Source: an optimization exercise on an open RTL-to-GDS flow (aim: small area). Production flows keep margins and buffers that such runs may drop. The RTL was checked by simulation tests, not by an equivalence proof against the original design. Power figures rest on the tool's default switching activity, not on a simulated workload.

File: design.v
module PSEC6_spi (
    input logic rstn,  
    input logic spi_clk,
    input logic pico,
    input logic cs,  
    input logic trigger_in,  
    input logic [7:0] poci_ch,  
    input logic [7:0] stop_request,
    output logic poci,
    output logic trigger_out,
    output logic [7:0] test_point_control,  
    output logic clk_enable,
    output logic [5:0] vco_digital_band,  
    output logic [4:0] ref_clk_tgate_control,  
    output logic slow_mode,  
    output logic pfd_switch,  
    output logic pll_switch,  
    output logic [7:0] lpf_resistor_sel,  
    output logic [1:0] mode,  
    output logic [7:0] disc_polarity,  
    output logic [2:0] select_reg,  
    output logic inst_rst,  
    output logic inst_readout,  
    output logic inst_start  
);
    logic full_rstn;
    assign full_rstn = cs & rstn;
    logic [7:0] sr;       
    logic [3:0] cnt;      
    logic       past8;    
    logic [6:0] addr;     
    logic       wr_q;     
    logic       rd0;      
    logic       is_write;
    logic [7:0] r_vco, r_mask, r_inst, r_mode, r_pol, r_ref, r_slow, r_pfd, r_pll, r_tpc, r_lpf;
    always_ff @(posedge spi_clk) begin
        sr <= {sr[6:0], pico};
        wr_q <= is_write;    
    end
    logic byte_end;    
    logic addr_byte;   
    assign byte_end  = (cnt[2:0] == 3'd0) & (past8 | cnt[3]);
    assign addr_byte = cnt[3] & (~past8 | wr_q);
    always_ff @(posedge spi_clk or negedge full_rstn) begin
        if (!full_rstn) begin
            cnt <= '0;
            past8 <= 1'b0;
            addr <= '0;
        end
        else begin
            cnt <= cnt + 4'd1;
            if (cnt == 4'd8) past8 <= 1'b1;
            if (byte_end) begin
                if (addr_byte) addr <= sr[6:0];
                else if (!wr_q) addr <= addr + 7'd1;
            end
        end
    end
    always_ff @(negedge spi_clk or negedge full_rstn) begin
        if (!full_rstn) begin
            is_write <= 1'b0;
        end
        else if ((cnt[2:0] == 3'd0) & cnt[3] & (~past8 | is_write)) begin
            is_write <= sr[7];
        end
    end
    logic we;
    assign we = is_write & (cnt == 4'd0) & past8;
    localparam logic [7:0] RV_VCO  = 8'h3f;
    localparam logic [7:0] RV_MASK = 8'hff;
    localparam logic [7:0] RV_MODE = 8'h03;
    localparam logic [7:0] RV_POL  = 8'hff;
    localparam logic [7:0] RV_REF  = 8'h04;
    localparam logic [7:0] RV_PFD  = 8'h01;
    localparam logic [7:0] RV_LPF  = 8'h1f;
    logic [7:0] x_vco, x_mask, x_mode, x_pol, x_ref, x_pfd, x_lpf;
    always_ff @(negedge spi_clk or negedge rstn) begin
        if (!rstn) begin
            x_vco  <= '0;
            x_mask <= '0;
            x_mode <= '0;
            x_pol  <= '0;
            x_ref  <= '0;
            r_slow <= '0;
            x_pfd  <= '0;
            r_pll  <= '0;
            r_tpc  <= '0;
            x_lpf  <= '0;
        end
        else if (we) begin
            if (addr == 7'd1)  x_vco  <= sr ^ RV_VCO;
            if (addr == 7'd2)  x_mask <= sr ^ RV_MASK;
            if (addr == 7'd4)  x_mode <= sr ^ RV_MODE;
            if (addr == 7'd5)  x_pol  <= sr ^ RV_POL;
            if (addr == 7'd6)  x_ref  <= sr ^ RV_REF;
            if (addr == 7'd7)  r_slow <= sr;
            if (addr == 7'd8)  x_pfd  <= sr ^ RV_PFD;
            if (addr == 7'd9)  r_pll  <= sr;
            if (addr == 7'd10) r_tpc  <= sr;
            if (addr == 7'd11) x_lpf  <= sr ^ RV_LPF;
        end
    end
    assign r_vco  = x_vco  ^ RV_VCO;
    assign r_mask = x_mask ^ RV_MASK;
    assign r_mode = x_mode ^ RV_MODE;
    assign r_pol  = x_pol  ^ RV_POL;
    assign r_ref  = x_ref  ^ RV_REF;
    assign r_pfd  = x_pfd  ^ RV_PFD;
    assign r_lpf  = x_lpf  ^ RV_LPF;
    always_ff @(negedge spi_clk or negedge full_rstn) begin
        if (!full_rstn) begin
            r_inst <= 8'h00;
        end
        else if (we & (addr == 7'd3)) begin
            r_inst <= sr;
        end
    end
    logic clk_enable_rstn;
    assign clk_enable_rstn = rstn & ~trigger_in;
    always_ff @(negedge spi_clk or negedge clk_enable_rstn) begin
        if (!clk_enable_rstn) begin
            clk_enable <= 1'b0;
        end
        else if (we & (addr == 7'd3) & (sr[1:0] == 2'd3)) begin
            clk_enable <= 1'b1;
        end
    end
    logic [7:0] rdata;
    logic [10:0] rsel;
    always_comb begin
        for (int i = 0; i < 11; i++) rsel[i] = (addr == 7'(i + 1));
        rdata = ({8{rsel[0]}} & r_vco) | ({8{rsel[1]}} & r_mask) | ({8{rsel[2]}} & r_inst)
              | ({8{rsel[3]}} & r_mode) | ({8{rsel[4]}} & r_pol) | ({8{rsel[5]}} & r_ref)
              | ({8{rsel[6]}} & r_slow) | ({8{rsel[7]}} & r_pfd) | ({8{rsel[8]}} & r_pll)
              | ({8{rsel[9]}} & r_tpc) | ({8{rsel[10]}} & r_lpf);
    end
    always_ff @(posedge spi_clk) begin
        rd0 <= rdata[0];
    end
    logic poci_spi;
    always_comb begin
        if (!past8) poci_spi = 1'b0;
        else if (is_write & ((cnt - 4'd1) < 4'd8)) poci_spi = 1'b0;
        else if (cnt[2:0] == 3'd0) poci_spi = rd0;
        else poci_spi = rdata[3'd0 - cnt[2:0]];
    end
    logic in_ch;
    logic [2:0] ch;
    logic [2:0] ch_idx;
    always_comb begin
        ch = 3'd0;
        if (addr >= 7'd19) ch = 3'd1;
        if (addr >= 7'd26) ch = 3'd2;
        if (addr >= 7'd33) ch = 3'd3;
        if (addr >= 7'd40) ch = 3'd4;
        if (addr >= 7'd47) ch = 3'd5;
        if (addr >= 7'd54) ch = 3'd6;
        if (addr >= 7'd61) ch = 3'd7;
    end
    assign in_ch = (addr >= 7'd12) & (addr <= 7'd67);
    assign ch_idx = addr[2:0] + 3'd4 + ch;
    assign select_reg = in_ch ? ch_idx : 3'd7;
    assign poci = in_ch ? poci_ch[ch] : poci_spi;
    assign vco_digital_band = r_vco[5:0];
    assign mode = r_mode[1:0];
    assign disc_polarity = r_pol;
    assign slow_mode = r_slow[0];
    assign pfd_switch = r_pfd[0];
    assign pll_switch = r_pll[0];
    assign test_point_control = r_tpc;
    assign lpf_resistor_sel = r_lpf;
    assign trigger_out = |(stop_request & r_mask);
    assign inst_rst     = (r_inst[1:0] == 2'd1);
    assign inst_readout = (r_inst[1:0] == 2'd2);
    assign inst_start   = (r_inst[1:0] == 2'd3);
    always_comb begin
        if (!rstn) ref_clk_tgate_control = 5'b00010;
        else begin
            case (r_ref[2:0])
                3'd0: ref_clk_tgate_control = 5'b00001;
                3'd2: ref_clk_tgate_control = 5'b00100;
                3'd3: ref_clk_tgate_control = 5'b01000;
                3'd4: ref_clk_tgate_control = 5'b10000;
                default: ref_clk_tgate_control = 5'b00010;
            endcase
        end
    end
endmodule
File: flow/run.sh
#!/bin/bash
# The standard layout, with three changes:
#  - the standard synthesis's combinational logic is re-mapped by ABC for area (registers are
#    kept as the standard synthesis made them); several ABC runs are tried and the smallest kept,
#  - each port gets the smallest buffer,
#  - the clock tree uses small clock buffers and no dummy loads,
#  - the reset input's ~90 loads are split among a few small buffers up front, so the resizer
#    does not build a chain of large buffers for it.
set -euo pipefail
W=$(pwd)
R=$W/orfs/results/$FLOW_PLATFORM/PSEC6_spi/base
LIB=$FLOW_HOME/platforms/$FLOW_PLATFORM/lib/sky130_fd_sc_hd__tt_025C_1v80.lib
YOSYS=$FLOW_HOME/../tools/install/yosys/bin/yosys
[[ -x $YOSYS ]] || YOSYS=yosys
NJ=${NUM_CORES:-4}

export BUFFER_PORTS_ARGS="-buffer_cell sky130_fd_sc_hd__buf_1"
export REMOVE_ABC_BUFFERS=0
export CTS_ARGS="-sink_clustering_enable -repair_clock_nets -dont_use_dummy_load -buf_list {sky130_fd_sc_hd__clkbuf_4 sky130_fd_sc_hd__clkbuf_8}"

bash standard.sh synth > synth.log 2>&1

DONT="$(grep -o 'sky130_fd_sc_hd__\(probe\|lpflow\)[a-z0-9_]*' $FLOW_HOME/platforms/$FLOW_PLATFORM/config.mk | sort -u | sed 's/^/-dont_use /' | tr '\n' ' ')"
for c in buf_2 buf_4 buf_6 buf_8 buf_12 buf_16 inv_2 inv_4 inv_6 inv_8 inv_12 inv_16; do DONT="$DONT -dont_use sky130_fd_sc_hd__$c"; done
DONT="$DONT -dont_use *clkbuf* -dont_use *clkinv* -dont_use *dly* -dont_use *bufbuf* -dont_use *bufinv*"
cp $R/1_2_yosys.v $W/std_1_2_yosys.v

mkdir -p $W/remap
run_one() {  # run_one NAME INPUT: re-map INPUT with the ABC script remap/NAME.abc
  local n=$1 in=$2
  sed -e "s#@LIB@#$LIB#g" -e "s#@IN@#$in#" -e "s#@OUT@#$W/remap/$n.v#" -e "s#@TOP@#$FLOW_TOP#" \
      -e "s#@DONTUSE@#$DONT#" -e "s#@SCRIPT@#$W/remap/$n.abc#" flow/remap.ys.in > $W/remap/$n.ys
  $YOSYS -s $W/remap/$n.ys > $W/remap/$n.log 2>&1 || true
}
run_round() {  # run_round INPUT NAME...: run each candidate, NUM_CORES at a time
  local in=$1; shift
  local i=0
  for n in "$@"; do
    run_one $n $in &
    i=$((i+1))
    if (( i % NJ == 0 )); then wait; fi
  done
  wait
}
pick_best() {  # pick_best NAME...: the candidate with the smallest cell area
  best=""; besta=""
  for n in "$@"; do
    a=$(grep "Chip area for module" $W/remap/$n.log 2>/dev/null | tail -1 | awk '{print $NF}')
    [[ -n "$a" && -s $W/remap/$n.v ]] || continue
    echo "$n $a" >> $W/remap/areas.txt
    if [[ -z "$besta" ]] || awk -v a=$a -v b=$besta 'BEGIN{exit !(a<b)}'; then best=$n; besta=$a; fi
  done
}
deep() { printf 'strash\n&get -n\n&deepsyn -T 30 -S %d\n&put\ndch -f\namap -A 50 -F 4 -C 2000\n' $1; }

# round 1, from the standard synthesis: plain area mapping, and deep AIG synthesis with 8 seeds
printf 'strash\ndch\namap\n' > $W/remap/a0.abc
names="a0"
for s in 0 1 2 3 4 5 6 7; do deep $s > $W/remap/a$((s+1)).abc; names="$names a$((s+1))"; done
run_round $W/std_1_2_yosys.v $names
pick_best $names
r1=$best; r1a=$besta
# round 2, from round 1's best: 4 more seeds
names2=""
for s in 10 11 12 13; do deep $s > $W/remap/b$s.abc; names2="$names2 b$s"; done
run_round $W/remap/$r1.v $names2
pick_best $r1 $names2
echo "best $best $besta" >> $W/remap/areas.txt
python3 flow/fanout.py $W/remap/$best.v $R/1_2_yosys.v rstn:24 sky130_fd_sc_hd__buf_2 > $W/remap/fanout.log 2>&1
rm -f $R/1_synth.odb $R/1_synth.sdc

bash standard.sh > standard.log 2>&1
File: flow/fanout.py
#!/usr/bin/env python3
"""Split the loads of high-fanout nets of a yosys-written netlist among small buffers.

usage: fanout.py IN.v OUT.v NET:GROUP[,NET:GROUP...] BUFCELL
Each listed net's load pins (one '.PIN(net)' connection per line, as yosys writes them) are
split, in netlist order, into groups of at most GROUP loads, each driven by its own BUFCELL
whose input is the original net."""
import re, sys

src, dst, spec, cell = sys.argv[1:5]
lines = open(src).read().split('\n')
out_mod_end = max(i for i, l in enumerate(lines) if l.strip() == 'endmodule')
extra_decl, extra_inst = [], []
for item in spec.split(','):
    net, group = item.split(':')
    group = int(group)
    pat = re.compile(r'^(\s*\.\w+\()' + re.escape(net) + r'(\)\,?\s*)$')
    loads = [i for i, l in enumerate(lines) if pat.match(l)]
    # skip connections that are outputs of cells (drivers) -- a port net has none
    if len(loads) <= group:
        continue
    ngroups = (len(loads) + group - 1) // group
    per = (len(loads) + ngroups - 1) // ngroups
    for g in range(ngroups):
        bn = f'{net}_fo{g}'
        extra_decl.append(f'  wire {bn};')
        extra_inst.append(f'  {cell} {bn}_buf (\n    .A({net}),\n    .X({bn})\n  );')
        for i in loads[g * per:(g + 1) * per]:
            lines[i] = pat.sub(lambda m: m.group(1) + bn + m.group(2), lines[i])
# declarations go right after the module header's port list ends (first line ending with ');')
hdr = next(i for i, l in enumerate(lines) if l.rstrip().endswith(');'))
lines = lines[:hdr + 1] + extra_decl + lines[hdr + 1:out_mod_end] + extra_inst + lines[out_mod_end:]
open(dst, 'w').write('\n'.join(lines))
File: flow/remap.ys.in
# Re-map the standard synthesis's combinational logic for area; registers are kept as they are.
read_liberty -ignore_miss_func @LIB@
blackbox sky130_fd_sc_hd__df* sky130_fd_sc_hd__sdf* sky130_fd_sc_hd__edf* sky130_fd_sc_hd__sedf* sky130_fd_sc_hd__dl* sky130_fd_sc_hd__conb_1
read_verilog @IN@
hierarchy -top @TOP@
flatten
rename -hide w:* i:* o:* %u %d
opt_clean -purge
stat
abc -liberty @LIB@ @DONTUSE@ -script @SCRIPT@
opt_clean -purge
hilomap -singleton -hicell sky130_fd_sc_hd__conb_1 HI -locell sky130_fd_sc_hd__conb_1 LO
insbuf -buf sky130_fd_sc_hd__buf_1 A X
splitnets
opt_clean -purge
rename -hide w:*.*
rename -enumerate -pattern rmw_% w:*
rename -enumerate -pattern rmc_% c:*
check
stat -liberty @LIB@
write_verilog -noattr -noexpr -nohex -nodec @OUT@
File: standard.sh
#!/bin/bash
# synth_recipe.tcl (not shown) runs the flow's synth.tcl, then flattens the netlist and writes it again
# the make line also repeats each setting of config.mk as NAME=value (left out here)
make -C /OpenROAD-flow-scripts/flow DESIGN_CONFIG=/design/flow/config.mk WORK_HOME=/design/flow/orfs CLKGATE_MAP_FILE= SYNTH_SCRIPT=/design/flow/synth_recipe.tcl "${@:-finish}"
File: config.mk
export PLATFORM = sky130hd
export DESIGN_NAME = PSEC6_spi
export DESIGN_NICKNAME = PSEC6_spi
export VERILOG_FILES = /design/flow/design.v
export SDC_FILE = /design/flow/constraint.sdc
export NUM_CORES = 4
export LEC_CHECK = 0
export CAP_MARGIN = 20
export CORE_MARGIN = 2
export CORE_UTILIZATION = 40
export GPL_TIMING_DRIVEN = 0
export SLEW_MARGIN = 20
File: constraint.sdc
create_clock -name core_clock -period 25.0 [get_ports {spi_clk}]
set_input_delay 5.0000 -clock core_clock [delete_from_list [all_inputs] [get_ports {spi_clk}]]
set_output_delay 5.0000 -clock core_clock [all_outputs]
set_load 0.01 [all_outputs]
==> results.sh, run 1 <==
export IMPL_status="finished clean"
export IMPL_min_to="clk_enable"
export IMPL_total_power_mw=0.3830
export IMPL_htree_levels=3
export IMPL_vias=4369
export IMPL_cp_startpoint="x_mask[1]"
export IMPL_dpl_instance_area_sq_mm=0.005323
export IMPL_crit_reg2reg_launch="addr[0]"
export IMPL_rr_endpoint="x_vco[4]"
export IMPL_antennaDiodeCount=0
export IMPL_area_delta_synth_final_pct=12.27
export IMPL_dieArea_sq_mm=0.01305
export IMPL_min_path_cells=1
export IMPL_nets=635
export IMPL_p_per_area_mw_per_mm2=70.17
export IMPL_final_hold_violation_count=0
export IMPL_core_sq_mm=0.01196
export IMPL_grt_ovfl_total=0
export IMPL_hp_start="clk_enable"
export IMPL_postCtsSetupBuffers=0
export IMPL_cp_end_kind="output port"
export IMPL_row_count=40
export IMPL_syn_inst=532
export IMPL_worst_pin_slew_ns=1.039
export IMPL_drv_slew=0
export IMPL_antenna_left=0
export IMPL_slew_headroom=0.3046
export IMPL_gp_congestion=0.8792
export IMPL_ff_latch_area_sq_mm=0.002753
export IMPL_antenna_found_initial=0
export IMPL_grt_pass1_vias=4245
export IMPL_r2r_cells=8
export IMPL_cts_clk_slew_worst_paths_ns=0.06
export IMPL_routedWlPerCell_um=19.98
export IMPL_drive_above_1_share=0.03105
export IMPL_finClkSkew_ns=0.03849
export IMPL_grt_max_degree=22
export IMPL_track_usage=0.2415
export IMPL_die_h_um=114.3
export IMPL_yosys_warnings=1
export IMPL_layout_commonest_cell="nor2_1"
export IMPL_drt_initial_drc_count=348
export IMPL_post_route_drc_count=0
export IMPL_cp_start_kind="register"
export IMPL_port_buffers=68
export IMPL_crit_required_ns=20.00
export IMPL_cp_arrival_ns=14.88
export IMPL_clockBufferDepth=2
export IMPL_multi_input_area_sq_mm=0.001789
export IMPL_chipWidth_um=114.3
export IMPL_syn_cell_area_sq_mm=0.004862
export IMPL_fin_area_sq_mm=0.005459
export IMPL_setup_tns_ns=0
export IMPL_drtPass1Iterations=5
export IMPL_post_route_util=0.4564
export IMPL_hpwl_um=11020
export IMPL_maxCapViolCount=0
export IMPL_rsz0062_at_grt="no"
export IMPL_peakVddDrop_mv=0.02481
export IMPL_clock_latency_ns=0.37
export IMPL_cts_root_buf="clkbuf_8"
export IMPL_p_leak_nw=2.389
export IMPL_n_fill_cell=1167
export IMPL_ios=70
export IMPL_ctsResizeCount=0
export IMPL_crit_type="register to output port"
export IMPL_cts_tree="yes"
export IMPL_most_common_layout_cells="nor2_1 (104), dfrtn_1 (90), inv_1 (82), buf_1 (68), o22ai_1 (67)"
export IMPL_holdBufCountCts=0
export IMPL_clkSinkCount=112
export IMPL_synth_avg_cell_area_sq_um=9.139
export IMPL_cp_max_fo=2
export IMPL_r2r_slack_ns=9.27
export IMPL_numCtsBuffers=9
export IMPL_start_util=0.4065
export IMPL_grt_pass1_wl_um=23680
export IMPL_vias_per_cell=5.756
export IMPL_hold_path_class="register to register"
export IMPL_totalWireLength_um=15170
export IMPL_setup_viol=0
layer usage:
metal | vias to the layer above | GRT usage | share of wire
li1 | 2052 | - | -
met1 | 2122 | 0.3300 | 0.44
met2 | 175 | 0.3933 | 0.48
met3 | 20 | 0.02965 | 0.056
met4 | 0 | 0.09756 | 0.021
met5 | - | 0 | 0
stage by stage:
step / setup WS (ns) / hold slack (ns) / std cells
final: 5.124 / 0.4330 / 759
after detailed placement: 5.572 / 0.4369 / 749
after CTS: 5.153 / 0.4425 / 758
after floorplan: 5.945 / 0.3650 / 532
after global routing: 4.801 / 0.4507 / 759
after global placement: 5.079 / 0.4241 / 747
worst max-delay path by stage:
| stage | end | slack (ns) | cells past startpoint |
|---|---|---|---|
| after floorplan | is_write | 5.94 | 3 |
| after global placement | is_write | 5.08 | 3 |
| after detailed placement | poci | 5.57 | 7 |
| after CTS | poci | 5.15 | 7 |
| after global routing | poci | 4.80 | 10 |
| final | poci | 5.12 | 9 |
flip-flops by register name, indices dropped and copies added, names as in the netlist:
| name | flops |
|---|---|
| r_inst | 8 |
| r_pll | 8 |
| r_slow | 8 |
| r_tpc | 8 |
| sr | 8 |
| x_lpf | 8 |
| x_mask | 8 |
| x_mode | 8 |
| x_pfd | 8 |
| x_pol | 8 |
| x_ref | 8 |
| x_vco | 8 |
| addr | 7 |
| cnt | 4 |
| clk_enable | 1 |
| is_write | 1 |
| past8 | 1 |
| rd0 | 1 |
| wr_q | 1 |
layout make-up:
class                   count  area share
repair buffers             71     0.05157
well taps                 147     0.03369
plain buffers               4    0.003667
inverters                  82     0.05638
multi-input cells         334      0.3278
flip-flops and latches    112      0.5042
clock buffers               9     0.02269
critical path: stages (launching register included):
cell and delay (ns):
dfrtn_1 0.36, nor3_1 0.27, a221oi_1 0.09, nor2_1 0.11, nor2_1 0.07, o221a_1 0.23
o41ai_1 0.36, o2111ai_1 0.24, o21ai_0 0.14, buf_1 0.17
where the power goes:
part           internal [mW]  switching (mW)
combinational         0.0303          0.0598
sequential             0.193          0.0125
clock                 0.0325          0.0550
total                  0.256           0.127
==> run 2: changes to the inputs <==
--- a/flow/run.sh
+++ b/flow/run.sh
@@ -1,10 +1,13 @@
 #!/bin/bash
-# The standard layout, with three changes:
-#  - the standard synthesis's combinational logic is re-mapped by ABC for area (registers are
-#    kept as the standard synthesis made them); several ABC runs are tried and the smallest kept,
-#  - each port gets the smallest buffer,
-#  - the clock tree uses small clock buffers and no dummy loads,
-#  - the reset input's ~90 loads are split among a few small buffers up front, so the resizer
-#    does not build a chain of large buffers for it.
+# The standard layout (standard.sh), with these changes:
+#  - the standard synthesis's combinational logic is re-mapped by ABC for area; the registers
+#    are kept exactly as the standard synthesis made them (names and cells). Several ABC runs
+#    (plain area mapping, and &deepsyn with different seeds) are tried and the smallest is kept;
+#  - the reset input's ~90 loads are split among a few small buffers up front (fanout.py), so
+#    the resizer does not build a chain of large buffers for it;
+#  - each port gets the smallest buffer (buffer_ports -buffer_cell buf_1);
+#  - the clock tree uses clkbuf_4/clkbuf_8 and no dummy loads.
+# Every tool's output goes to a log file in the work folder: synth.log, remap/*.log,
+# remap/fanout.log, standard.log (and ORFS's own logs under orfs/logs).
 set -euo pipefail
 W=$(pwd)
@@ -52,18 +55,12 @@
   done
 }
-deep() { printf 'strash\n&get -n\n&deepsyn -T 30 -S %d\n&put\ndch -f\namap -A 50 -F 4 -C 2000\n' $1; }
+deep() { printf 'strash\n&get -n\n&deepsyn -T 60 -S %d\n&put\ndch -f\namap -A 50 -F 4 -C 2000\n' $1; }
 
-# round 1, from the standard synthesis: plain area mapping, and deep AIG synthesis with 8 seeds
+# from the standard synthesis: plain area mapping, and deep AIG synthesis with 12 seeds
 printf 'strash\ndch\namap\n' > $W/remap/a0.abc
 names="a0"
-for s in 0 1 2 3 4 5 6 7; do deep $s > $W/remap/a$((s+1)).abc; names="$names a$((s+1))"; done
+for s in 0 1 2 3 4 5 6 7 8 9 10 11; do deep $s > $W/remap/a$((s+1)).abc; names="$names a$((s+1))"; done
 run_round $W/std_1_2_yosys.v $names
 pick_best $names
-r1=$best; r1a=$besta
-# round 2, from round 1's best: 4 more seeds
-names2=""
-for s in 10 11 12 13; do deep $s > $W/remap/b$s.abc; names2="$names2 b$s"; done
-run_round $W/remap/$r1.v $names2
-pick_best $r1 $names2
 echo "best $best $besta" >> $W/remap/areas.txt
 python3 flow/fanout.py $W/remap/$best.v $R/1_2_yosys.v rstn:24 sky130_fd_sc_hd__buf_2 > $W/remap/fanout.log 2>&1
==> run 2 against run 1 <==
- sequential power is essentially flat
- clock power is essentially flat
- design area is the same
- critical path type unchanged
- largest cell class unchanged
- largest power group unchanged
==> results.sh, run 2 <==
export IMPL_cp_start_kind="register"
export IMPL_chipWidth_um=114.3
export IMPL_crit_type="register to output port"
export IMPL_start_util=0.4065
export IMPL_vias_per_cell=5.756
export IMPL_grt_pass1_vias=4245
export IMPL_holdBufCountCts=0
export IMPL_area_delta_synth_final_pct=12.27
export IMPL_cp_max_fo=2
export IMPL_total_power_mw=0.3830
export IMPL_port_buffers=68
export IMPL_slew_headroom=0.3046
export IMPL_drtPass1Iterations=5
export IMPL_cp_common_cell="nor2_1"
export IMPL_p_per_area_mw_per_mm2=70.17
export IMPL_finClkSkew_ns=0.03849
export IMPL_grt_max_degree=22
export IMPL_most_common_layout_cells="nor2_1 (104), dfrtn_1 (90), inv_1 (82), buf_1 (68), o22ai_1 (67)"
export IMPL_postCtsSetupBuffers=0
export IMPL_antenna_found_initial=0
export IMPL_totalWireLength_um=15170
export IMPL_post_route_util=0.4564
export IMPL_cp_end_kind="output port"
export IMPL_layout_commonest_cell="nor2_1"
export IMPL_drive_above_1_share=0.03105
export IMPL_drv_slew=0
export IMPL_clock_latency_ns=0.37
export IMPL_grt_ovfl_total=0
export IMPL_hold_path_class="register to register"
export IMPL_drt_initial_drc_count=348
export IMPL_track_usage=0.2415
export IMPL_antenna_left=0
export IMPL_max_stage_delay_ns=0.36
export IMPL_status="finished clean"
export IMPL_rsz0062_at_grt="no"
export IMPL_numCtsBuffers=9
export IMPL_ctsResizeCount=0
export IMPL_cts_root_buf="clkbuf_8"
export IMPL_htree_levels=3
export IMPL_hpwl_um=11020
export IMPL_post_route_drc_count=0
export IMPL_final_hold_violation_count=0
export IMPL_cp_arrival_ns=14.88
export IMPL_antennaDiodeCount=0
export IMPL_row_count=40
export IMPL_gp_congestion=0.8792
export IMPL_cts_tree="yes"
export IMPL_yosys_warnings=1
export IMPL_clkSinkCount=112
export IMPL_n_fill_cell=1167
export IMPL_nets=635
export IMPL_core_sq_mm=0.01196
export IMPL_dieArea_sq_mm=0.01305
export IMPL_syn_cell_area_sq_mm=0.004862
export IMPL_ios=70
export IMPL_setup_tns_ns=0
export IMPL_p_leak_nw=2.389
export IMPL_clockBufferDepth=2
export IMPL_cpMaxStageDelayCell="dfrtn_1"
export IMPL_crit_required_ns=20.00
export IMPL_cp_cell_sequence="nor3_1 -> a221oi_1 -> nor2_1 -> nor2_1 -> o221a_1 -> o41ai_1 -> o2111ai_1 -> o21ai_0 -> buf_1"
export IMPL_die_h_um=114.3
export IMPL_cts_clk_slew_worst_paths_ns=0.06
export IMPL_vias=4369
export IMPL_synth_avg_cell_area_sq_um=9.139
export IMPL_grt_pass1_wl_um=23680
export IMPL_peakVddDrop_mv=0.02481
export IMPL_maxCapViolCount=0
export IMPL_setup_viol=0
export IMPL_worst_pin_slew_ns=1.039
export IMPL_routedWlPerCell_um=19.98
export IMPL_syn_inst=532
-- run 2: layout make-up --
cell class              instances  area, sq um  share of cell area
flip-flops and latches        112         2753              0.5042
multi-input cells             334         1789              0.3278
inverters                      82        307.8             0.05638
repair buffers                 71        281.5             0.05157
well taps                     147        183.9             0.03369
clock buffers                   9        123.9             0.02269
plain buffers                   4        20.02            0.003667
-- run 2: power by group --
part	switching, mW	internal [mW]	total, mW
clock	0.0550	0.0325	0.0876
sequential	0.0125	0.193	0.205
combinational	0.0598	0.0303	0.0901
-- run 2: per-stage QoR --
| step | hold slack, ns | setup slack [ns] | instance area [sq um] | instances |
|---|---|---|---|---|
| after floorplan | 0.3650 | 5.945 | 4862 | 532 |
| after global placement | 0.4241 | 5.079 | 5301 | 747 |
| after detailed placement | 0.4369 | 5.572 | 5323 | 749 |
| after CTS | 0.4425 | 5.153 | 5446 | 758 |
| after global routing | 0.4507 | 4.801 | 5459 | 759 |
| final | 0.4330 | 5.124 | 5459 | 759 |
-- run 2: routing by layer --
metal | vias up | GRT usage | wire length, um | part of all wire
met3 | 20 | 0.02965 | 854 | 0.056
met1 | 2122 | 0.3300 | 6740 | 0.44
met4 | 0 | 0.09756 | 316 | 0.021
met2 | 175 | 0.3933 | 7255 | 0.48
li1 | 2052 | - | - | -
met5 | - | 0 | 0 | 0
-- run 2: critical path, delay by kind of cell, from the launching register on --
kind	cells	cell delay, ns
AO/OA/AOI/OAI	5	1.06
flip-flops	1	0.36
buffers and inverters	1	0.17
AND/OR/NAND/NOR	3	0.45
-- run 2: worst paths after layout --
| kind | cells after the start | slack [ns] | end | startpoint |
|---|---|---|---|---|
| min in group asynchronous | 3 | 5.02 | cnt[1] | cs |
| worst max-delay path | 9 | 5.12 | poci | x_mask[1] |
| worst min register to register | 1 | 0.43 | clk_enable | clk_enable |
| max in group asynchronous | 4 | 6.79 | is_write | rstn |
| worst min-delay path | 1 | 0.43 | clk_enable | clk_enable |
| worst max register to register | 8 | 9.27 | x_vco[4] | addr[0] |
==> run 3: changes to the inputs <==
--- a/config.mk
+++ b/config.mk
@@ -6,7 +6,7 @@
 export NUM_CORES = 4
 export LEC_CHECK = 0
-export CAP_MARGIN = 20
+export CAP_MARGIN = 5
 export CORE_MARGIN = 2
 export CORE_UTILIZATION = 40
 export GPL_TIMING_DRIVEN = 0
-export SLEW_MARGIN = 20
+export SLEW_MARGIN = 5
==> run 3 against run 2 <==
- non-clock buffer count down 2
- sequential power about the same
- area after synthesis stayed put
- largest cell class unchanged
- highest routed layer unchanged
==> results.sh, run 3 <==
export IMPL_cts_clk_slew_worst_paths_ns=0.06
export IMPL_grt_util_met2=0.3889
export IMPL_holdBufCountCts=0
export IMPL_drive_above_1_share=0.02459
export IMPL_status="finished clean"
export IMPL_post_route_util=0.4550
export IMPL_nets=633
export IMPL_rr_endpoint="x_vco[4]"
export IMPL_p_leak_nw=2.380
export IMPL_drv_slew=0
export IMPL_postCtsSetupBuffers=0
export IMPL_core_sq_mm=0.01196
export IMPL_intPower_mw=0.2558
export IMPL_cp_max_fo=2
export IMPL_antenna_left=0
export IMPL_ctsResizeCount=0
export IMPL_final_hold_violation_count=0
export IMPL_layout_commonest_cell="nor2_1"
export IMPL_peakVddDrop_mv=0.02554
export IMPL_setup_tns_ns=0
export IMPL_antennaDiodeCount=0
export IMPL_syn_cell_area_sq_mm=0.004862
export IMPL_cpMaxStageDelayCell="o41ai_1"
export IMPL_r2r_cells=8
export IMPL_clock_latency_ns=0.36
export IMPL_grt_ovfl_total=0
export IMPL_vias=4392
export IMPL_drtPass1Iterations=6
export IMPL_dieArea_sq_mm=0.01305
export IMPL_row_count=40
export IMPL_htree_levels=3
export IMPL_grt_max_degree=22
export IMPL_ios=70
export IMPL_antenna_found_initial=0
export IMPL_crit_reg2reg_launch="addr[0]"
export IMPL_finClkSkew_ns=0.03305
export IMPL_clkSinkCount=112
export IMPL_stdcell_count=757
export IMPL_combinationalPowerShare=0.235
export IMPL_grt_pass1_wl_um=23810
export IMPL_hpwl_um=10980
export IMPL_numCtsBuffers=9
export IMPL_crit_type="register to output port"
export IMPL_cts_root_buf="clkbuf_8"
export IMPL_most_common_layout_cells="nor2_1 (106), dfrtn_1 (90), inv_1 (82), buf_1 (68), o22ai_1 (67)"
export IMPL_post_route_drc_count=0
export IMPL_rsz0062_at_grt="no"
export IMPL_max_stage_delay_ns=0.44
export IMPL_syn_inst=532
export IMPL_worst_path_buf_inv=1
export IMPL_p_per_area_mw_per_mm2=70.23
export IMPL_setup_viol=0
export IMPL_clockPowerShare=0.227
export IMPL_chipWidth_um=114.3
export IMPL_grtUsageMet3=0.02753
export IMPL_slew_headroom=0.1471
export IMPL_grt_busiest_layer="met2"
export IMPL_r2r_slack_ns=9.33
export IMPL_fin_area_sq_mm=0.005443
export IMPL_cp_startpoint="x_ref[3]"
export IMPL_die_h_um=114.3
export IMPL_yosys_warnings=1
export IMPL_cp_end_kind="output port"
export IMPL_synth_avg_cell_area_sq_um=9.139
export IMPL_start_util=0.4065
export IMPL_cts_tree="yes"
export IMPL_place_inst=748
export IMPL_clockBufferDepth=2
export IMPL_hold_path_class="register to register"
export IMPL_routedWlPerCell_um=19.85
export IMPL_p_sw_frac=0.3309
export IMPL_grt_pass1_vias=4261
export IMPL_worst_pin_slew_ns=1.275
export IMPL_critical_path_depth=7
export IMPL_port_buffers=68
export IMPL_cp_arrival_ns=14.88
export IMPL_pwr_share_seq=0.537
export IMPL_cp_start_kind="register"
export IMPL_gr_usage_met1=0.3412
export IMPL_totalWireLength_um=15020
export IMPL_path_delay_family="compound AO/OA/AOI/OAI gates"
export IMPL_drt_initial_drc_count=473
export IMPL_cp_cell_sequence="o22ai_1 -> a211oi_1 -> a2111oi_0 -> o41ai_1 -> o2111ai_1 -> o21ai_0 -> buf_1"
export IMPL_area_delta_synth_final_pct=11.94
export IMPL_dpl_instance_area_sq_mm=0.005319
export IMPL_vias_per_cell=5.802
export IMPL_crit_required_ns=20.00
export IMPL_track_usage=0.2408
export IMPL_crit_path_end="poci"
export IMPL_maxCapViolCount=0
export IMPL_power_switching_mw=0.1265
export IMPL_gp_congestion=0.8792
-- run 3: cell count changes in the layout (fill, tap and decap cells not counted) --
cell	delta
buf_6	-1
nor2_1	+2
nor2_2	-2
buf_8	+1
buf_4	-2
-- run 3: stage by stage --
| step | power, mW | worst slack, ns | hold WS (ns) |
|---|---|---|---|
| 3_3_place_gp | 0.2949 | 5.079 | 0.4241 |
| 6_report | 0.3823 | 5.123 | 0.4317 |
| 5_1_grt | 0.4055 | 4.800 | 0.4418 |
| 3_5_place_dp | 0.2975 | 5.570 | 0.4293 |
| 4_1_cts | 0.3847 | 5.159 | 0.4315 |
| 2_1_floorplan | 0.2661 | 5.945 | 0.3650 |
-- run 3: worst min-delay path by stage --
stage | end | slack (ns) | depth (start not counted) | start
after detailed placement | clk_enable | 0.43 | 1 | clk_enable
after CTS | clk_enable | 0.43 | 1 | clk_enable
after global placement | clk_enable | 0.42 | 1 | clk_enable
final | clk_enable | 0.43 | 1 | clk_enable
after floorplan | sr[7] | 0.36 | 0 | sr[6]
after global routing | sr[7] | 0.44 | 0 | sr[6]
-- run 3: area by class of cell --
| class | instances | area, sq um |
|---|---|---|
| multi-input cells | 334 | 1784 |
| plain buffers | 4 | 20.02 |
| repair buffers | 69 | 270.3 |
| well taps | 147 | 183.9 |
| flip-flops and latches | 112 | 2753 |
| fillers | 1190 | 6519 |
| inverters | 82 | 307.8 |
| clock buffers | 9 | 123.9 |
-- run 3: worst reg2reg max path, stage by stage (launching register included) --
cell,delay [ns]
dfrtp_1,0.44
inv_1,0.15
nor2_1,0.37
inv_1,0.41
nor2_1,0.48
inv_1,0.19
nor2_1,0.64
inv_1,0.29
o22ai_1,0.20
-- run 3: power by group through the flow --
stage               sequential (mW)  combinational (mW)  clock [mW]
floorplan                     0.205              0.0611           0
CTS                           0.205              0.0892      0.0902
detailed placement            0.209              0.0889           0
global placement              0.208              0.0865           0
global route                  0.207               0.101      0.0976
finish                        0.205              0.0900      0.0869
-- run 3: per-layer routing --
metal / up-vias / routed length, um
li1: 2051 / -
met1: 2157 / 6635
met2: 166 / 7279
met3: 18 / 844
met4: 0 / 264
met5: - / 0
==> run 4: changes to the inputs <==
--- a/config.mk
+++ b/config.mk
@@ -8,5 +8,6 @@
 export CAP_MARGIN = 5
 export CORE_MARGIN = 2
-export CORE_UTILIZATION = 40
+export CORE_UTILIZATION = 65
 export GPL_TIMING_DRIVEN = 0
+export PLACE_DENSITY = 0.8
 export SLEW_MARGIN = 5
==> run 4 against run 3 <==
- register-to-register slack worse by 0.03 ns
- sequential cell count unchanged
- worst setup slack better by 0.016 ns
- synthesized cell count unchanged
- via count up 3.9%
- non-clock buffer count unchanged
- combinational power down 1%
- clock skew up 0.0047 ns
==> results.sh, run 4 <==
export IMPL_hpwl_um=10110
export IMPL_grt_pass1_wl_um=22030
export IMPL_antenna_found_initial=0
export IMPL_grt_pass1_vias=4408
export IMPL_most_common_layout_cells="nor2_1 (106), dfrtn_1 (90), inv_1 (82), buf_1 (68), o22ai_1 (67)"
export IMPL_cp_arrival_ns=14.86
export IMPL_p_leak_nw=2.380
export IMPL_crit_reg2reg_launch="addr[1]"
export IMPL_row_count=31
export IMPL_antenna_left=0
export IMPL_finClkSkew_ns=0.03773
export IMPL_clkSinkCount=112
export IMPL_maxCapViolCount=0
export IMPL_postCtsSetupBuffers=0
export IMPL_path_delay_family="compound AO/OA/AOI/OAI gates"
export IMPL_nets=633
export IMPL_worst_pin_slew_ns=1.092
export IMPL_drtPass1Iterations=5
export IMPL_clock_latency_ns=0.37
export IMPL_cts_root_buf="clkbuf_8"
export IMPL_vias_per_cell=6.437
export IMPL_drv_slew=0
export IMPL_chipWidth_um=90.49
export IMPL_numCtsBuffers=9
export IMPL_p_per_area_mw_per_mm2=70.36
export IMPL_vias=4564
export IMPL_syn_cell_area_sq_mm=0.004862
export IMPL_rr_endpoint="r_inst[1]"
export IMPL_drt_initial_drc_count=407
export IMPL_area_delta_synth_final_pct=10.71
export IMPL_routedWlPerCell_um=19.43
export IMPL_final_hold_violation_count=0
export IMPL_place_ws_ns=5.541
export IMPL_post_route_drc_count=0
export IMPL_grt_max_degree=22
export IMPL_core_sq_mm=0.007253
export IMPL_cts_tree="yes"
export IMPL_cp_max_fo=3
export IMPL_worst_slack_ns=5.139
export IMPL_syn_inst=532
export IMPL_r2r_slack_ns=9.30
export IMPL_rsz0062_at_grt="no"
export IMPL_hold_path_class="register to register"
export IMPL_n_fill_cell=579
export IMPL_slew_headroom=0.2691
export IMPL_die_h_um=90.49
export IMPL_start_util=0.6703
export IMPL_setup_tns_ns=0
export IMPL_ctsResizeCount=0
export IMPL_drive_above_1_share=0.02459
export IMPL_track_usage=0.3443
export IMPL_cp_start_kind="register"
export IMPL_synth_avg_cell_area_sq_um=9.139
export IMPL_status="finished clean"
export IMPL_critical_path_depth=9
export IMPL_crit_path_end="poci"
export IMPL_cp_cell_sequence="o22ai_1 -> nor3_1 -> a2111oi_0 -> a31oi_1 -> o311ai_0 -> o41ai_1 -> o2111ai_1 -> o21ai_0 -> buf_1"
export IMPL_crit_type="register to output port"
export IMPL_clockBufferDepth=2
export IMPL_gp_congestion=0.9484
export IMPL_layout_commonest_cell="nor2_1"
export IMPL_grt_ovfl_total=0
export IMPL_setup_viol=0
export IMPL_totalWireLength_um=13780
export IMPL_cp_startpoint="r_tpc[7]"
export IMPL_r2r_cells=7
export IMPL_holdBufCountCts=0
export IMPL_crit_required_ns=20.00
export IMPL_worst_path_buf_inv=1
export IMPL_cpMaxStageDelayCell="dfrtn_1"
export IMPL_cp_end_kind="output port"
export IMPL_dieArea_sq_mm=0.008188
export IMPL_cts_clk_slew_worst_paths_ns=0.11
export IMPL_peakVddDrop_mv=0.04035
export IMPL_ios=70
export IMPL_htree_levels=3
export IMPL_yosys_warnings=1
export IMPL_antennaDiodeCount=0
export IMPL_max_stage_delay_ns=0.45
export IMPL_port_buffers=68
[run 4: how the worst min path moves through the flow]
stage	from	endpoint	slack, ns	depth (start not counted)
detailed placement	sr[6]	sr[7]	0.38	0
finish	sr[6]	sr[7]	0.41	0
global placement	sr[6]	sr[7]	0.38	0
floorplan	sr[6]	sr[7]	0.36	0
global route	sr[6]	sr[7]	0.41	0
CTS	sr[6]	sr[7]	0.40	0
[run 4: per-stage QoR]
| stage | total power [mW] | std cells | hold WS, ns | utilization | cell area, sq um |
|---|---|---|---|---|---|
| after global placement | 0.2917 | 699 | 0.3818 | 0.7226 | 5241 |
| after CTS | 0.3779 | 709 | 0.4041 | 0.7421 | 5383 |
| after global routing | 0.3956 | 709 | 0.4091 | 0.7421 | 5383 |
| after detailed placement | 0.2949 | 700 | 0.3845 | 0.7250 | 5259 |
| final | 0.3787 | 709 | 0.4057 | 0.7421 | 5383 |
| after floorplan | 0.2661 | 532 | 0.3650 | - | 4862 |
[run 4: area by class of cell]
class | count | area [sq um] | area share
clock buffer | 9 | 123.9 | 0.02301
multi-input combinational | 334 | 1784 | 0.3315
buffer | 4 | 20.02 | 0.003719
timing repair buffer | 69 | 270.3 | 0.05021
tap | 99 | 123.9 | 0.02301
sequential | 112 | 2753 | 0.5114
inverter | 82 | 307.8 | 0.05718
[run 4: routing by layer]
layer,vias up,GRT usage,routed length [um]
li1,2054,-,-
met1,2201,0.4538,5488
met2,268,0.5616,6658
met3,41,0.06093,1138
met4,0,0.1564,490
met5,-,0,0
[run 4: power by group]
part / switching, mW / leakage [nW] / internal, mW
Clock: 0.0523 / 0.0647 / 0.0325
Sequential: 0.0122 / 1.48 / 0.193
Combinational: 0.0585 / 0.839 / 0.0304
[run 4: worst register-to-register path, stage by stage (launching register included)]
cell and delay (ns):
dfrtp_1 0.46, inv_1 0.15, nor2_1 0.29, inv_1 0.37, or2_0 0.54, nor2_1 0.75, inv_1 0.39, o22ai_1 0.25
==> run 5: changes to the inputs <==
--- a/flow/run.sh
+++ b/flow/run.sh
@@ -5,5 +5,6 @@
 #    (plain area mapping, and &deepsyn with different seeds) are tried and the smallest is kept;
 #  - the reset input's ~90 loads are split among a few small buffers up front (fanout.py), so
-#    the resizer does not build a chain of large buffers for it;
+#    the resizer does not build a chain of large buffers for it, and a gate driving 20 or more
+#    loads gets its next drive strength instead of a repair buffer;
 #  - each port gets the smallest buffer (buffer_ports -buffer_cell buf_1);
 #  - the clock tree uses clkbuf_4/clkbuf_8 and no dummy loads.
@@ -57,12 +58,12 @@
 deep() { printf 'strash\n&get -n\n&deepsyn -T 60 -S %d\n&put\ndch -f\namap -A 50 -F 4 -C 2000\n' $1; }
 
-# from the standard synthesis: plain area mapping, and deep AIG synthesis with 12 seeds
+# from the standard synthesis: plain area mapping, and deep AIG synthesis with 16 seeds
 printf 'strash\ndch\namap\n' > $W/remap/a0.abc
 names="a0"
-for s in 0 1 2 3 4 5 6 7 8 9 10 11; do deep $s > $W/remap/a$((s+1)).abc; names="$names a$((s+1))"; done
+for s in 0 1 2 3 4 5 6 7 8 9 10 11 12 13 14 15; do deep $s > $W/remap/a$((s+1)).abc; names="$names a$((s+1))"; done
 run_round $W/std_1_2_yosys.v $names
 pick_best $names
 echo "best $best $besta" >> $W/remap/areas.txt
-python3 flow/fanout.py $W/remap/$best.v $R/1_2_yosys.v rstn:24 sky130_fd_sc_hd__buf_2 > $W/remap/fanout.log 2>&1
+python3 flow/fanout.py $W/remap/$best.v $R/1_2_yosys.v rstn:24 sky130_fd_sc_hd__buf_2 20 $LIB > $W/remap/fanout.log 2>&1
 rm -f $R/1_synth.odb $R/1_synth.sdc
 
--- a/flow/fanout.py
+++ b/flow/fanout.py
@@ -2,11 +2,14 @@
 """Split the loads of high-fanout nets of a yosys-written netlist among small buffers.
 
-usage: fanout.py IN.v OUT.v NET:GROUP[,NET:GROUP...] BUFCELL
+usage: fanout.py IN.v OUT.v NET:GROUP[,NET:GROUP...] BUFCELL [UPSIZE_LOADS LIBERTY]
 Each listed net's load pins (one '.PIN(net)' connection per line, as yosys writes them) are
 split, in netlist order, into groups of at most GROUP loads, each driven by its own BUFCELL
-whose input is the original net."""
+whose input is the original net.  With UPSIZE_LOADS, a gate of drive strength 0 or 1 that
+drives at least UPSIZE_LOADS loads is given its drive-strength-2 variant from LIBERTY."""
 import re, sys
 
 src, dst, spec, cell = sys.argv[1:5]
+upsize = int(sys.argv[5]) if len(sys.argv) > 6 else 0
+libcells = set(re.findall(r'cell *\( *"?(\w+)"? *\)', open(sys.argv[6]).read())) if upsize else set()
 lines = open(src).read().split('\n')
 out_mod_end = max(i for i, l in enumerate(lines) if l.strip() == 'endmodule')
@@ -31,3 +34,17 @@
 hdr = next(i for i, l in enumerate(lines) if l.rstrip().endswith(');'))
 lines = lines[:hdr + 1] + extra_decl + lines[hdr + 1:out_mod_end] + extra_inst + lines[out_mod_end:]
+if upsize:
+    text = '\n'.join(lines)
+    insts = list(re.finditer(r'^(\s*)(sky130_fd_sc_hd__\w+?)_([01])(\s+\S+\s*\()(.*?)\);', text, re.S | re.M))
+    loads = {}
+    for m in re.finditer(r'\.(\w+)\(([^()]*)\)', text):
+        if m.group(1) not in ('X', 'Y', 'Q', 'Q_N', 'HI', 'LO'):
+            loads[m.group(2).strip()] = loads.get(m.group(2).strip(), 0) + 1
+    for m in reversed(insts):
+        outs = re.findall(r'\.(?:X|Y)\(([^()]*)\)', m.group(5))
+        big = m.group(2) + '_2'
+        if outs and loads.get(outs[0].strip(), 0) >= upsize and big in libcells and '__df' not in m.group(2):
+            print(f'upsized {m.group(2)}_{m.group(3)} driving {outs[0].strip()} ({loads[outs[0].strip()]} loads)')
+            text = text[:m.start(2)] + big + text[m.end(3):]
+    lines = text.split('\n')
 open(dst, 'w').write('\n'.join(lines))
--- a/config.mk
+++ b/config.mk
@@ -8,6 +8,5 @@
 export CAP_MARGIN = 5
 export CORE_MARGIN = 2
-export CORE_UTILIZATION = 65
+export CORE_UTILIZATION = 40
 export GPL_TIMING_DRIVEN = 0
-export PLACE_DENSITY = 0.8
 export SLEW_MARGIN = 5
==> run 5 against run 4 <==
- still clean on timing, DRC and antenna
- sequential power is essentially flat
- worst setup slack lost 0.024 ns
- utilization shrank 29 points
- cell count grew 6.6%
- critical path depth shrank 2
- total power grew 0.88%
- critical path type unchanged
- largest power group unchanged
- highest routed layer unchanged
==> results.sh, run 5 <==
export IMPL_chipWidth_um=114.3
export IMPL_maxCapViolCount=0
export IMPL_core_sq_mm=0.01196
export IMPL_r2r_cells=8
export IMPL_p_leak_nw=2.372
export IMPL_clockBufferDepth=2
export IMPL_crit_type="register to output port"
export IMPL_cts_clk_slew_worst_paths_ns=0.07
export IMPL_totalWireLength_um=15080
export IMPL_nets=632
export IMPL_place_inst=747
export IMPL_grt_util_met2=0.3833
export IMPL_post_route_drc_count=0
export IMPL_antennaDiodeCount=0
export IMPL_clock_latency_ns=0.38
export IMPL_syn_inst=532
export IMPL_r2r_slack_ns=9.34
export IMPL_post_route_util=0.4538
export IMPL_start_util=0.4067
export IMPL_rsz0062_at_grt="no"
export IMPL_worst_pin_slew_ns=1.232
export IMPL_setup_tns_ns=0
export IMPL_cp_startpoint="r_pll[3]"
export IMPL_fin_area_sq_mm=0.005428
export IMPL_grt_pass1_vias=4266
export IMPL_max_stage_delay_ns=0.46
export IMPL_total_power_mw=0.3821
export IMPL_final_hold_violation_count=0
export IMPL_critical_path_depth=7
export IMPL_drtPass1Iterations=5
export IMPL_hpwl_um=10950
export IMPL_hold_path_class="register to register"
export IMPL_antenna_left=0
export IMPL_ctsResizeCount=0
export IMPL_yosys_warnings=1
export IMPL_peakVddDrop_mv=0.02912
export IMPL_setup_viol=0
export IMPL_stdcell_count=756
export IMPL_most_common_layout_cells="nor2_1 (106), dfrtn_1 (90), inv_1 (82), buf_1 (68), o22ai_1 (67)"
export IMPL_path_delay_family="compound AO/OA/AOI/OAI gates"
export IMPL_numCtsBuffers=9
export IMPL_clkSinkCount=112
export IMPL_grtUsageMet3=0.04023
export IMPL_status="finished clean"
export IMPL_drt_initial_drc_count=358
export IMPL_grt_max_degree=22
export IMPL_cp_start_kind="register"
export IMPL_htree_levels=3
export IMPL_dpl_instance_area_sq_mm=0.005304
export IMPL_cts_tree="yes"
export IMPL_dieArea_sq_mm=0.01306
export IMPL_p_per_area_mw_per_mm2=70.39
export IMPL_grt_ovfl_total=0
export IMPL_ff_latch_area_sq_mm=0.002753
export IMPL_area_delta_synth_final_pct=11.57
export IMPL_rr_endpoint="x_vco[4]"
export IMPL_cpMaxStageDelayCell="o41ai_1"
export IMPL_layout_commonest_cell="nor2_1"
export IMPL_vias=4327
export IMPL_port_buffers=68
export IMPL_die_h_um=114.3
export IMPL_holdWs_ns=0.4404
export IMPL_grt_busiest_layer="met2"
export IMPL_crit_path_end="poci"
export IMPL_worst_path_buf_inv=1
export IMPL_gr_usage_met1=0.3320
export IMPL_cp_max_fo=2
export IMPL_crit_reg2reg_launch="addr[0]"
export IMPL_cp_end_kind="output port"
export IMPL_row_count=40
export IMPL_multi_input_area_sq_mm=0.001784
export IMPL_cts_root_buf="clkbuf_8"
export IMPL_n_fill_cell=1192
export IMPL_cp_cell_sequence="o22ai_1 -> o32ai_1 -> a2111oi_0 -> o41ai_1 -> o2111ai_1 -> o21ai_0 -> buf_1"
export IMPL_holdBufCountCts=0
export IMPL_grt_pass1_wl_um=23670
export IMPL_drv_slew=0
export IMPL_synth_avg_cell_area_sq_um=9.144
export IMPL_syn_cell_area_sq_mm=0.004865
export IMPL_postCtsSetupBuffers=0
export IMPL_cp_arrival_ns=14.89
export IMPL_drive_above_1_share=0.02299
export IMPL_antenna_found_initial=0
export IMPL_slew_headroom=0.1754
export IMPL_finClkSkew_ns=0.03895
export IMPL_track_usage=0.2411
export IMPL_gp_congestion=0.8775
export IMPL_worst_slack_ns=5.114
export IMPL_ios=70
export IMPL_place_ws_ns=5.547
export IMPL_vias_per_cell=5.724
export IMPL_crit_required_ns=20.00
export IMPL_routedWlPerCell_um=19.94
==> run 5: cell type report <==
class	count	share of cell area
buffer	4	0.003688
tap	147	0.03389
inverter	82	0.05671
clock buffer	9	0.02282
sequential	112	0.5071
timing repair buffer	68	0.04703
multi-input combinational	334	0.3287
==> run 5: where the power goes <==
part | switching (mW) | internal, mW
logic | 0.0593 | 0.0301
clock network | 0.0546 | 0.0325
registers | 0.0126 | 0.193
total | 0.127 | 0.255
==> run 5: how the worst min path moves through the flow <==
stage	startpoint	depth (start not counted)	to	slack [ns]
final	clk_enable	1	clk_enable	0.44
after global routing	sr[6]	0	sr[7]	0.46
after CTS	clk_enable	1	clk_enable	0.44
after detailed placement	sr[6]	0	sr[7]	0.43
after global placement	clk_enable	1	clk_enable	0.43
after floorplan	sr[6]	0	sr[7]	0.36
==> run 5: layer usage <==
metal  vias up  part of all wire  wire, um
li1       2045                 -         -
met1      2096              0.45      6756
met2       162              0.47      7127
met3        24             0.055       826
met4         0             0.024       366
met5         -                 0         0
==> run 5: worst register-to-register path, stage by stage (launching register included) <==
cell and delay, ns:
dfrtp_1 0.44, inv_1 0.15, nor2_1 0.40, inv_1 0.43, nor2_1 0.46, inv_1 0.20, nor2_1 0.63, inv_1 0.27
o22ai_1 0.18
